Source: an optimization exercise on an open RTL-to-GDS flow (aim: small area). Production flows keep margins and buffers that such runs may drop.
Function was checked by simulation only, so behaviour that the tests miss may differ from the original.
No activity file was given, so power comes from the tool's default toggle rates.

**design/flow/design.v**
```verilog
module freq_div(clk, reset, tick_scan, tick_game, tick_upd, tick_timer, free_btn);
input clk, reset;
output tick_scan, tick_game, tick_upd, tick_timer, free_btn;
reg ph;
reg [1:0] s;
reg [7:0] g;
reg [11:0] t;
wire odd = ~ph;
assign tick_scan  = odd & (s == 2'd1);
assign tick_game  = tick_scan & (g == 8'd255);
assign tick_upd   = tick_scan & (g == 8'd89);
assign tick_timer = odd & (t == 12'd4095);
assign free_btn = (g != 8'd89);
always @(posedge clk or negedge reset)
begin
	if (!reset) begin
		ph <= 1'b0;
		s <= 2'd0;
		g <= 8'd172;
		t <= 12'd2845;
	end else begin
		ph <= ~ph;
		if (odd) begin
			s <= (s == 2'd2) ? 2'd0 : s + 2'd1;
			t <= (t == 12'd4095) ? 12'd1595 : t + 12'd1;
		end
		if (tick_scan)
			g <= (g == 8'd255) ? 8'd89 : g + 8'd1;
	end
end
endmodule
module debounce(clk, hold, btn_in, btn_out);
input clk, hold, btn_in;
output reg btn_out;
reg [3:0] shift_reg;
always @(posedge clk)
begin
	shift_reg <= {shift_reg[2:0], btn_in};
	if (!hold)
		btn_out <= (shift_reg == 4'b0000);
end
endmodule
module player_ctrl(clk, en, reset, game_over, btn_l, btn_r, player_x_out);
input clk, en, reset, game_over, btn_l, btn_r;
output reg [2:0] player_x_out;
always @(posedge clk or negedge reset)
begin
	if (!reset)
		player_x_out <= 3'd3;
	else if (en && !game_over && (btn_l ^ btn_r))
		player_x_out <= btn_l ? player_x_out - 3'd1 : player_x_out + 3'd1;
end
endmodule
module coin_generator(clk, en, reset, game_over, coin_caught, hit,
	coin_x_out, coin_y_out, type_out, caught);
input clk, en, reset, game_over, coin_caught, hit;
output reg [2:0] coin_x_out;
output reg [3:0] coin_y_out;
output reg type_out;
output reg caught;
reg [15:0] random_val;
always @(posedge clk or negedge reset)
begin
	if (!reset) begin
		coin_x_out <= 3'd4;
		coin_y_out <= 4'd0;
		type_out <= 1'b0;
		caught <= 1'b0;
		random_val <= 16'h1234;
	end else if (en && !game_over) begin
		random_val <= {random_val[14:0], random_val[15] ^ random_val[13] ^ random_val[12] ^ random_val[10]};
		caught <= hit;
		if (coin_caught || coin_y_out == 4'd15) begin
			coin_y_out <= 4'd0;
			coin_x_out <= random_val[2:0];
			type_out <= random_val[3];
			if (random_val[3] && random_val[2:0] == 3'd7)
				coin_x_out <= 3'd6;
		end else
			coin_y_out <= coin_y_out + 4'd1;
	end
end
endmodule
module score_keeper(clk, en, reset, game_over, hit, two, sc_t, sc_u);
input clk, en, reset, game_over, hit, two;
output reg [3:0] sc_t, sc_u;
wire below99 = !((sc_t == 4'd9 && sc_u == 4'd9) || sc_t == 4'd10);
wire [4:0] sum = sc_u + (two ? 4'd2 : 4'd1);
always @(posedge clk or negedge reset)
begin
	if (!reset) begin
		sc_t <= 4'd0;
		sc_u <= 4'd0;
	end else if (en && !game_over && hit && below99) begin
		if (sum >= 5'd10) begin
			sc_u <= sum - 5'd10;
			sc_t <= sc_t + 4'd1;
		end else
			sc_u <= sum[3:0];
	end
end
endmodule
module game_core(clk, reset, en_score, en_upd, btn_l, btn_r, time_up,
	player_x, coin_x, coin_y, coin_type, sc_t, sc_u);
input clk, reset, en_score, en_upd, btn_l, btn_r, time_up;
output [2:0] player_x, coin_x;
output [3:0] coin_y;
output coin_type;
output [3:0] sc_t, sc_u;
wire caught;
wire hit = (coin_y == 4'd15) &&
	((player_x == coin_x) || (coin_type && (player_x == coin_x + 3'd1)));
player_ctrl Player(.clk(clk), .en(en_upd), .reset(reset), .game_over(time_up),
	.btn_l(btn_l), .btn_r(btn_r), .player_x_out(player_x));
coin_generator Coin(.clk(clk), .en(en_upd), .reset(reset), .game_over(time_up),
	.coin_caught(caught), .hit(hit),
	.coin_x_out(coin_x), .coin_y_out(coin_y), .type_out(coin_type), .caught(caught));
score_keeper Score(.clk(clk), .en(en_score), .reset(reset), .game_over(time_up),
	.hit(hit), .two(coin_type), .sc_t(sc_t), .sc_u(sc_u));
endmodule
module game_timer(clk, en, reset, sec_t, sec_u, time_up);
input clk, en, reset;
output reg [2:0] sec_t;
output reg [3:0] sec_u;
output time_up;
assign time_up = sec_u[3] & sec_u[2];
always @(posedge clk or negedge reset)
begin
	if (!reset) begin
		sec_t <= 3'd6;
		sec_u <= 4'd0;
	end else if (en && !time_up) begin
		if (sec_u == 4'd0) begin
			if (sec_t == 3'd0)
				sec_u <= 4'd15;
			else begin
				sec_u <= 4'd9;
				sec_t <= sec_t - 3'd1;
			end
		end else
			sec_u <= sec_u - 4'd1;
	end
end
endmodule
module matrix_driver(
	input clk,
	input en,
	input reset,
	input [2:0] player_x,
	input [2:0] coin_x,
	input [3:0] coin_y,
	input coin_type,
	output [7:0] row_out,
	output [15:0] col_out
);
reg [2:0] pos;
reg valid;
always @(posedge clk or negedge reset)
begin
	if (!reset) begin
		pos <= 3'd7;
		valid <= 1'b0;
	end else if (en) begin
		pos <= pos + 3'd1;
		valid <= 1'b1;
	end
end
wire near = (pos == player_x + 3'd1) || (pos == player_x - 3'd1);
wire pl = valid && (near || pos == player_x);
wire side = valid && near;
wire cn = valid && ((pos == coin_x) || (coin_type && pos == coin_x + 3'd1));
wire [15:0] coin_bits = cn ? (16'd1 << coin_y) : 16'd0;
assign col_out = coin_bits | {pl, side, 14'd0};
assign row_out = valid ? ~(8'd1 << pos) : 8'hFF;
endmodule
module seg_decoder(in, out);
input [3:0] in;
output reg [6:0] out;
always @(*)
begin
	case (in)
		4'd0: out = 7'b1000000;
		4'd1: out = 7'b1111001;
		4'd2: out = 7'b0100100;
		4'd3: out = 7'b0110000;
		4'd4: out = 7'b0011001;
		4'd5: out = 7'b0010010;
		4'd6: out = 7'b0000010;
		4'd7: out = 7'b1111000;
		4'd8: out = 7'b0000000;
		4'd9: out = 7'b0010000;
		4'd15: out = 7'b1000000;
		default: out = 7'b1111111;
	endcase
end
endmodule
module coin_catcher_game(
	clk,
	reset,
	btn_left, btn_right,
	dot_row, dot_col,
	HEX_0, HEX_1, HEX_2, HEX_3, HEX_4, HEX_5
);
input clk, reset, btn_left, btn_right;
output [7:0] dot_row;
output [15:0] dot_col;
output [6:0] HEX_0, HEX_1, HEX_2, HEX_3, HEX_4, HEX_5;
wire tick_scan, tick_game, tick_upd, tick_timer, free_btn;
freq_div Clocks(
	.clk(clk), .reset(reset),
	.tick_scan(tick_scan), .tick_game(tick_game),
	.tick_upd(tick_upd), .tick_timer(tick_timer), .free_btn(free_btn)
);
wire db_l, db_r;
wire hold_btn = tick_game | ~free_btn;
debounce BtnL(.clk(clk), .hold(hold_btn), .btn_in(btn_left),  .btn_out(db_l));
debounce BtnR(.clk(clk), .hold(hold_btn), .btn_in(btn_right), .btn_out(db_r));
wire over;
wire [2:0] sec_t;
wire [3:0] sec_u;
game_timer Timer(.clk(clk), .en(tick_timer), .reset(reset),
	.sec_t(sec_t), .sec_u(sec_u), .time_up(over));
wire [2:0] player_x, coin_x;
wire [3:0] coin_y;
wire coin_type;
wire [3:0] sc_t, sc_u;
game_core Game(
	.clk(clk), .reset(reset), .en_score(tick_game), .en_upd(tick_upd),
	.btn_l(db_l), .btn_r(db_r), .time_up(over),
	.player_x(player_x), .coin_x(coin_x), .coin_y(coin_y), .coin_type(coin_type),
	.sc_t(sc_t), .sc_u(sc_u)
);
matrix_driver Matrix(
	.clk(clk), .en(tick_scan), .reset(reset),
	.player_x(player_x), .coin_x(coin_x), .coin_y(coin_y), .coin_type(coin_type),
	.row_out(dot_row), .col_out(dot_col)
);
seg_decoder Hex0(.in(sc_u), .out(HEX_0));
seg_decoder Hex1(.in(sc_t), .out(HEX_1));
seg_decoder Hex4(.in(sec_u), .out(HEX_4));
seg_decoder Hex5(.in({1'b0, sec_t}), .out(HEX_5));
assign HEX_2 = 7'b1111111;
assign HEX_3 = 7'b1111111;
endmodule
```
**design/flow/run.sh**
```bash
#!/bin/bash
# synth_recipe.tcl (not shown) runs the flow's synth.tcl, then flattens the netlist and writes it again
# the make line also repeats each setting of config.mk as NAME=value (left out here)
make -C /OpenROAD-flow-scripts/flow DESIGN_CONFIG=/design/flow/config.mk WORK_HOME=/design/flow/orfs CLKGATE_MAP_FILE= SYNTH_SCRIPT=/design/flow/synth_recipe.tcl finish
```
**design/flow/config.mk**
```make
export PLATFORM = sky130hd
export DESIGN_NAME = coin_catcher_game
export DESIGN_NICKNAME = coin_catcher_game
export VERILOG_FILES = /design/flow/design.v
export SDC_FILE = /design/flow/constraint.sdc
export NUM_CORES = 4
export LEC_CHECK = 0
export ABC_AREA = 1
export CAP_MARGIN = 20
export CORE_MARGIN = 2
export CORE_UTILIZATION = 40
export SLEW_MARGIN = 20
```
**design/flow/constraint.sdc**
```tcl
create_clock -name core_clock -period 10.0 [get_ports {clk}]
set_input_delay 2.0000 -clock core_clock [delete_from_list [all_inputs] [get_ports {clk}]]
set_output_delay 2.0000 -clock core_clock [all_outputs]
set_load 0.01 [all_outputs]
```
==> summary.md <==
| Metric | Value |
|---|---|
| Status | no timing/DRC/antenna violations |
| First-pass GRT wire length | 17540 um |
| Commonest non-fill, non-tap cell in the layout | nand2_1 |
| Buffers inserted by post-CTS timing repair | 0 |
| Residual DRC | 0 |
| Vias | 4187 |
| Clock Skew | 0.003751 ns |
| Clk slew on worst S/H paths | 0.06 ns |
| Die area | 13620 um2 |
| Post-synth EDFFs | 2 |
| Mapped Area | 5082 um2 |
| P_sw | 134.9 uW |
| Main synth FF type | dfrtp_1 |
| IO Pins | 70 |
| Post-Syn Area per Cell | 7.941 um2 |
| Synth Area in Simple Gates | 24.10% |
| Complex-gate fraction of the synthesized area | 10.41% |
| Clk latency of the worst-skew pair | 0.33 ns |
| Final non-filler cell area | 6087 um2 |
| N_diodes | 0 |
| Routability Congestion | 0.8096 |
| Post-synthesis sequential area ratio | 39.39% |
| Register share of total power | 45.5% |
| Worst setup EP type | output pin |
| Final Cycle Share | 46.57% |
| Area growth syn-to-layout | 19.77% |
| Largest net degree at the start of global routing | 71 |
| Startpoint Class | register |
| Worst-case clock buffer depth | 2 |
| H-tree levels | 3 |
| RSZ-0062 raised after global routing | no |
| Largest regs | Game.Coin.random_val (16), Clocks.t (12), Clocks.g (8) |
| Most used cells in the layout excluding fill and tap cells | nand2_1, inv_1, o21ai_0 |
| CTS Buf Count | 9 |
| Post-Synth XOR/XNOR Area | 5.342% |
| Vias in the first global route | 3964 |
| Async SR Flop Fraction | 87.50% |
| Final WS setup | 5.343 ns |
| Core Box Area | 12520 um2 |
| Layout cells sized above 1 | 9.299% |
| #FFs+latches synth | 80 |
| Largest family of logic cells by synthesized area | simple AND/OR/NAND/NOR gates |
| Syn Inst Count | 640 |
| CTS root buf | clkbuf_16 |
| Worst VDD drop | 85.12 uV |
| Adder-cell share of the synthesized area | 11.23% |
| Layout Nets | 743 |
| Setup Viol. Count Final | 0 |
| Combinational share of power | 1.3% |
| Data arrival, critical path | 2.66 ns |
| Critical Path RT | 8.00 ns |
| Final worst path period need | 4.657 ns |
| Row count | 41 |
| Critical path type | register to output pin |
| Measured slew at the worst slew-check pin | 0.8767 ns |
| Die Ht | 116.7 um |
| Fmax | 214.7 MHz |
| Synth Warn # | 8 |
| Router iterations before antenna repair | 4 |
| Fill cells | 1224 |
| PD cells | 118.3 nW/um2 |
| Hold Buf Count CTS | 0 |
| PortBufs | 55 |
| Post-DP Area | 5732 um2 |
| Max reg flops | 16 |
| Internal power | 585.0 uW |
| Slew headroom | 41.55% |
| Power share of the clock group | 53.2% |
| Total negative slack | 0 ns |
| Worst slack, placed | 5.737 ns |
| Hold Vio Cnt, Final | 0 |
| Routed Wire Length | 10140 um |
| Net Sw Frac | 18.74% |
| Gr ovfl total | 0 |
| Post-cts resize count | 0 |
| Post-synthesis mux area share | 0% |
| Drt wl/cell | 11.64 um |
| Gr usage total | 15.98% |
| # Max-Cap Violations | 0 |
| # clock sinks | 80 |
| Initial antenna violation count | 0 |
| Die width | 116.7 um |
| Pins over their slew limit | 0 |
| CTS tree | done |
| Largest Register | Game.Coin.random_val |
| Post-synthesis cell type count | 48 |
| Post-detailed-route count of antenna-violating nets | 0 |
| Hold Crit Class | register to register |
| Worst Path Max Fanout | 15 |
| Dpl hpwl | 7605 um |
| Initial Utilization | 40.60% |
| Iteration-0 DRC Markers | 194 |
| Leak pwr | 0.002799 uW |
| DR vias/cell | 4.807 |
-- kinds of logic after synthesis --
logic type / after synthesis
simple gates: 276
fa+ha+maj: 45
compound gates: 98
flops: 80
xor+xnor: 31
buf+inv: 109
other cells: 1
-- stage by stage --
step | hold slack (ns) | total power [uW] | cells | utilization, %
after CTS | 0.3537 | 730.5 | 871 | 48.63
after floorplan | 0.3311 | 339.9 | 653 | -
after detailed placement | 0.3377 | 343.2 | 855 | 45.79
final | 0.3516 | 719.9 | 871 | 48.63
after global placement | 0.3387 | 343.1 | 855 | 45.79
after global routing | 0.3573 | 746.3 | 871 | 48.63
-- power by group through the flow --
stage / Clock (uW) / Sequential, uW / Combinational [uW]
after floorplan: 0 / 333 / 6.79
after detailed placement: 0 / 333 / 9.73
final: 383 / 328 / 9.30
after global placement: 0 / 333 / 9.75
after global routing: 407 / 328 / 11.4
after CTS: 393 / 328 / 9.84
-- worst paths after layout --
kind                                          from                 end  slack, ns  cells past startpoint
max                        Game.Coin.coin_x_out[0]          dot_col[8]       5.34                      9
min                              BtnL.shift_reg[2]   BtnL.shift_reg[3]       0.35                      0
max reg2reg                     Game.Coin.type_out  Game.Score.sc_u[2]       7.44                     12
min reg2reg                      BtnL.shift_reg[2]   BtnL.shift_reg[3]       0.35                      0
max in group asynchronous                    reset  Game.Score.sc_u[0]       7.56                      2
min in group asynchronous                    reset      Timer.sec_u[1]       1.86                      2
-- synth_stat cells, types with 3 or more instances --
master    instances  area share [%]
nand2_1         155              11
inv_1            79             5.8
o21ai_0          63             6.2
dfrtp_1          46              23
ha_1             44              11
nor2_1           41             3.0
nand3_1          31             3.1
dfstp_2          24              12
nor3_1           18             1.8
a21oi_1          17             1.7
xnor2_1          16             2.8
buf_4            15             2.2
xor2_1           15             2.6
dfxtp_1           8             3.2
nand4_1           7            0.86
nor2_2            5            0.62
buf_2             4            0.39
clkbuf_1          4            0.30
nand2_2           4            0.49
inv_2             3            0.22
o21a_1            3            0.44
o22ai_1           3            0.37
o31ai_1           3            0.44
or2_2             3            0.37
-- layout make-up --
class,count,area (um2),share of cell area [%]
Multi-Input combinational cell,464,2649,43.51
Sequential cell,80,2002,32.89
Timing Repair Buffer,56,553.0,9.085
Inverter,83,312.8,5.139
Clock buffer,11,252.7,4.152
Tap cell,172,215.2,3.535
Clock inverter,5,102.6,1.686
-- critical path: stages (launching register included) --
cell	delay, ns
dfrtp_1	0.43
ha_1	0.35
inv_1	0.08
o21ai_0	0.07
nor3_1	0.19
nand3_1	0.09
nand2_1	0.09
nand2_2	0.18
nor3_1	0.25
clkdlybuf4s50_1	0.59
-- routing by layer --
metal / share of wire [%] / track usage (%)
met1: 46 / 19.45
met2: 49 / 27.90
met3: 3.4 / 4.255
met4: 0.99 / 4.471
met5: 0 / 0

-- static timing again, ports no longer ideal --
The flow's constraints put no driver on any port. The routed layout listed below was extracted and timed again, unchanged, in two steps. Step 1, drivers: a clkbuf_16 drives clk and a buf_2 each remaining input, both assumed. Step 2 adds t to the input delays and takes it off the output delays; t is the mean of the earliest and latest rising clock arrival at the registers after step 1. Input paths then give back, and output paths get back, about the clock's delay inside the block. a / b / c = ideal ports / drivers / drivers and shift; a / b = the first two.
t, ns: 0.364
setup slack, ns: 5.343 / 5.307 / 5.671
worst hold slack (ns): 0.352 / 0.352 / 0.352
latest minus earliest clock arrival (ns): 0.004 / 0.004
After both steps setup and hold are still met in this run. The setup slack of this run moves by -0.036 ns with the drivers and by +0.328 ns with both steps.
